What follows belongs to an exercise in optimizing a design on an open flow for small area and a short achievable clock period; a production flow would make more cautious choices. RTL that was checked went through simulation tests only; none was proved equivalent to the original. Power and IR drop assume default switching activity.

Setup of run 1:
==> flow/design.v (excerpt) <==
module Tensor_Crossbar_Array_4m4n4k(
    input wire clk,
    input wire rst,
    input wire start,
    input wire [15:0] cin_M_0, input wire [15:0] cin_M_1,
    input wire [15:0] cin_M_2, input wire [15:0] cin_M_3,
    input wire [15:0] cin_N_0, input wire [15:0] cin_N_1,
    input wire [15:0] cin_N_2, input wire [15:0] cin_N_3,
    input wire [15:0] cin_K_0, input wire [15:0] cin_K_1,
    input wire [15:0] cin_K_2, input wire [15:0] cin_K_3,
    output wire [15:0] data_out_col_0,
    output wire [15:0] data_out_col_1,
    output wire [15:0] data_out_col_2,
    output wire [15:0] data_out_col_3
);
For scale: about 360 flip-flops, about 260 I/O pins.
export LEC_CHECK = 0
export CAP_MARGIN = 20
export CORE_MARGIN = 2
export CORE_UTILIZATION = 40
export SLEW_MARGIN = 20
create_clock -name core_clock -period 5.0 [get_ports {clk}]
run.sh (not shown) runs the stock make flow with config.mk's settings and CLKGATE_MAP_FILE= SYNTH_SCRIPT=/design/flow/synth_recipe.tcl, a recipe that flattens the netlist after the stock synthesis.
Edits applied to the flow inputs when going from run 1 to run 2:
# run 1
export LEC_CHECK = 0
export CAP_MARGIN = 20
export CORE_MARGIN = 2
export CORE_UTILIZATION = 40
export SLEW_MARGIN = 20
create_clock -name core_clock -period 5.0 [get_ports {clk}]
# run 2
export LEC_CHECK = 0
export CAP_MARGIN = 20
export CORE_MARGIN = 2
export CORE_UTILIZATION = 40
export SETUP_SLACK_MARGIN = 3.0
export SLEW_MARGIN = 20
create_clock -name core_clock -period 5.0 [get_ports {clk}]
[summary]
Run 2 vs run 1, timing endpoint of the critical path: e0.p1[6] vs slot[0][18]
Taking run 2 over run 1, the total internal power ratio works out to 1.06.
Total power draw deteriorates in run 2 relative to run 1.
Sequential share of power (lower): run 2
Looking at number of inserted filler cells in the final layout across run 2 and run 1, the one that comes out lower is run 2.
Taking run 1 as the reference, in run 2 net load switching power rose about 8%, worst-skew pair later-pin latency has remained practically unchanged, worst hold slack +0.0090 ns.
Re final routed wirelength across all metal layers: run 2 is 5.5 mm up on run 1.
No functional check of the RTL was part of any run of this note.


## fjord
Tensor_Crossbar_Array_4m4n4k, a different RTL version from the one above (not shown whole).
Size: ~1700 cells after synthesis, about 260 I/O pins.
clock: 5.0 ns
lec_check: 0
cap_margin: 20
core_margin: 2
core_utilization: 60
setup_slack_margin: 2.8
slew_margin: 20
fjord completed every stage of the flow, and the final layout passed the timing, DRC and antenna checks.
> inputs changed (fjord -> indigo)
Settings: CORE_UTILIZATION: 60 -> 40; SETUP_SLACK_MARGIN: 2.8 -> 3.0.
Results
- indigo consumes more power than fjord does.
- Non-clock buffer share of cell area was lower in fjord than in indigo.
- indigo vs fjord — first-iteration DRC count dropped by more than a quarter
- Cmp indigo vs fjord: fraction of final layout cells sized beyond drive strength 1 higher in indigo
- fjord -> indigo: die boundary width increased by more than 10%
- Per the comparison of indigo with fjord, detailed-route wire length went up 4.7 mm, worst setup slack now smaller, overall track demand over capacity in global routing went down, share of the clock period used by the worst path after layout climbed 0.28 points.
- Compared with fjord, in indigo worst reg2reg path depth has decreased; combinational power rose by about 2%.
What garnet does differently from indigo at the input level:
Settings: CTS_BUF_LIST newly set to sky130_fd_sc_hd__clkbuf_16; CTS_CLUSTER_DIAMETER newly set to 80; CORE_UTILIZATION changed from 40 to 60; CTS_CLUSTER_SIZE newly set to 24; SETUP_SLACK_MARGIN changed from 3.0 to 2.7.
==> flow/flow/run.sh (new file) <==
#!/bin/bash
# Standard layout, with the port buffers made from the smallest plain buffer
# (buf_1) instead of the delay buffer buffer_ports picks on its own, and with
# the resizer free to change a cell's footprint when it resizes it.
set -o pipefail
cp standard.sh standard_sh.txt
export BUFFER_PORTS_ARGS="-buffer_cell sky130_fd_sc_hd__buf_1"
bash standard.sh MATCH_CELL_FOOTPRINT=0 finish > standard_flow.log 2>&1
==> flow/standard.sh (new file) <==
#!/bin/bash
# synth_recipe.tcl (not shown) runs the flow's synth.tcl, then flattens the netlist and writes it again
# the make line also repeats each setting of config.mk as NAME=value (left out here)
make -C /OpenROAD-flow-scripts/flow DESIGN_CONFIG=/design/flow/config.mk WORK_HOME=/design/flow/orfs CLKGATE_MAP_FILE= SYNTH_SCRIPT=/design/flow/synth_recipe.tcl "${@:-finish}"
removed: flow/run.sh
==> comparison <==
- indigo → garnet: total number of H-tree levels saw a decrease; placer's final routability congestion estimate up about 5%; peak supply drop went up by 54%; clock edge transition at the registers on the reported setup and hold paths saw an increase; die area shrank by about 33%.
- Share of power burned in combinational logic ends up higher on garnet.
- Taking indigo as the reference, in garnet area of the placeable core went down by 15000 sq um; shortest clock period the worst path allows after layout went up.
- garnet gives less relative area of non-clock buffer cells in the final design than indigo did.
- NOTE via count indigo->garnet decreased slightly


Starting RTL as in the previous note.
Design Tensor_Crossbar_Array_4m4n4k, start of the top module:
module Tensor_Crossbar_Array_4m4n4k(
    input wire clk,
    input wire rst,
    input wire start,
    input wire [15:0] cin_M_0, input wire [15:0] cin_M_1,
    input wire [15:0] cin_M_2, input wire [15:0] cin_M_3,
    input wire [15:0] cin_N_0, input wire [15:0] cin_N_1,
    input wire [15:0] cin_N_2, input wire [15:0] cin_N_3,
    input wire [15:0] cin_K_0, input wire [15:0] cin_K_1,
    input wire [15:0] cin_K_2, input wire [15:0] cin_K_3,
    output wire [15:0] data_out_col_0,
    output wire [15:0] data_out_col_1,
    output wire [15:0] data_out_col_2,
    output wire [15:0] data_out_col_3
);
==> flow/config.mk <==
export PLATFORM = sky130hd
export DESIGN_NAME = Tensor_Crossbar_Array_4m4n4k
export DESIGN_NICKNAME = Tensor_Crossbar_Array_4m4n4k
export VERILOG_FILES = /design/flow/design.v
export SDC_FILE = /design/flow/constraint.sdc
export NUM_CORES = 4
export LEC_CHECK = 0
export CAP_MARGIN = 10
export CORE_MARGIN = 2
export CORE_UTILIZATION = 60
export CTS_BUF_LIST = sky130_fd_sc_hd__clkbuf_8
export SETUP_SLACK_MARGIN = 2.7
export SLEW_MARGIN = 10
export TNS_END_PERCENT = 5
==> flow/constraint.sdc <==
create_clock -name core_clock -period 5.0 [get_ports {clk}]
set_input_delay 1.0000 -clock core_clock [delete_from_list [all_inputs] [get_ports {clk}]]
set_output_delay 1.0000 -clock core_clock [all_outputs]
set_load 0.01 [all_outputs]
standard.sh (not shown) runs the stock make flow with config.mk's settings and CLKGATE_MAP_FILE= SYNTH_SCRIPT=/design/flow/synth_recipe.tcl, a recipe that flattens the netlist after the stock synthesis.
==> flow/flow/run.sh <==
#!/bin/bash
# Standard layout, with the port buffers made from the smallest plain buffer
# (buf_1) instead of the delay buffer buffer_ports picks on its own.
set -o pipefail
cp standard.sh standard_sh.txt
export BUFFER_PORTS_ARGS="-buffer_cell sky130_fd_sc_hd__buf_1"
bash standard.sh > standard_flow.log 2>&1
Change:
CAP_MARGIN = 20   (was 10)
SETUP_SLACK_MARGIN = 2.9   (was 2.7)
SLEW_MARGIN = 20   (was 10)
Outcome: Via count went up by 1.8%; combinational power increases by about 3%; worst setup slack is better by 0.20 ns; global-route usage rises by 0.18 points; area after synthesis does not change; final area grows by 3.1%; sequential power is about the same.
Change:
SETUP_SLACK_MARGIN = 2.7   (was 2.9)
TNS_END_PERCENT = unset   (was 5)
Core utilization goes down by 2.1 points.
Worst hold slack is better by 0.0056 ns.
Design area came out lower by a few percent.
Combinational power stays flat.
Non-clock buffer count drops by 22.
Cell count goes down slightly.
Total power went down by a few percent.
Die area does not change.
First-iteration DRC count is lower by a few percent.
Sequential power is about the same.
Change:
==> flow/flow/run.sh (replaced) <==
#!/bin/bash
# Standard layout, with the port buffers made from the smallest plain buffer
# (buf_1) instead of the delay buffer buffer_ports picks on its own, and with
# the resizer free to change a cell's footprint when it resizes it.
set -o pipefail
cp standard.sh standard_sh.txt
export BUFFER_PORTS_ARGS="-buffer_cell sky130_fd_sc_hd__buf_1"
bash standard.sh MATCH_CELL_FOOTPRINT=0 finish > standard_flow.log 2>&1
SETUP_SLACK_MARGIN = 2.85   (was 2.7)
Outcome: Synthesized area stays the same; first-iteration DRC count came out lower by roughly a tenth; flip-flop and latch count does not change; final cell count is higher slightly; setup slack improves by 0.026 ns; cell area goes up by a few percent; via count rose slightly; sequential power stays flat; die area stays the same.
Change:
SETUP_SLACK_MARGIN = 2.7   (was 2.85)
What happened:
- via count falls by 1.4%
- area after synthesis stays the same
- clock power shrinks by about 4%
- setup slack gets worse by 0.026 ns
- final cell count falls by 0.38%
- routed wire length decreases by 3.2%
- sequential cell count does not change
- clock-buffer cell count goes down by 3
- combinational power came out lower by about 2%
- power is lower by 1.6%
- non-clock buffer count went down by 4
Change:
CORE_UTILIZATION = 65   (was 60)
CTS_BUF_LIST = sky130_fd_sc_hd__clkbuf_16   (was sky130_fd_sc_hd__clkbuf_8)
CTS_CLUSTER_DIAMETER = 80   (was unset)
CTS_CLUSTER_SIZE = 24   (was unset)
Effect: Routed wire length came out lower by a few percent; fmax came out lower slightly; global-route usage came out higher by 0.36 points; synthesized cell count does not change; setup slack degrades by 0.0098 ns; total power came out lower by a little under a tenth; design area came out lower by a few percent; utilization came out higher by 3.5 points; clock-buffer cell count came out lower by 52.

==> separate check: timing with driven ports <==
How much do the figures lean on ideal ports? The routed layouts below were timed once more, with nothing changed but the port constraints.
Step 1 sets driving cells, clkbuf_16 on the clock port and buf_2 on the other inputs (assumed; they add their load-dependent delay and slew).
Step 2 also shifts input and output timing later by t, the mid clock arrival at the registers, as if the neighbouring blocks saw the same clock.
a / b / c = ideal / step 1 / step 2; a / b = the first two.
run | t (ns) | slack for setup (ns) | worst setup path at the end
run 1 | 0.593 | 2.222 / 2.222 / 2.103 | input to register
run 2 | 0.580 | 2.763 / 2.753 / 2.549 | input to register
fjord | 0.572 | 2.753 / 2.753 / 2.367 | input to register
indigo | 0.617 | 2.739 / 2.739 / 2.457 | input to register
garnet | 0.583 | 2.729 / 2.729 / 2.465 | input to register
the first run of note 3 | 0.647 | 2.544 / 2.544 / 2.463 | input to register
the second run of note 3 | 0.643 | 2.746 / 2.697 / 2.407 | input to register
the third run of note 3 | 0.649 | 2.738 / 2.712 / 2.452 | input to register
the fourth run of note 3 | 0.651 | 2.764 / 2.764 / 2.429 | input to register
the fifth run of note 3 | 0.646 | 2.738 / 2.704 / 2.448 | input to register
the sixth run of note 3 | 0.585 | 2.728 / 2.674 / 2.473 | input to register
After both steps setup and hold are still met in every run listed. For fjord, which loses most, drivers alone change the setup slack by 0.000 ns; drivers and shift together by -0.386 ns.
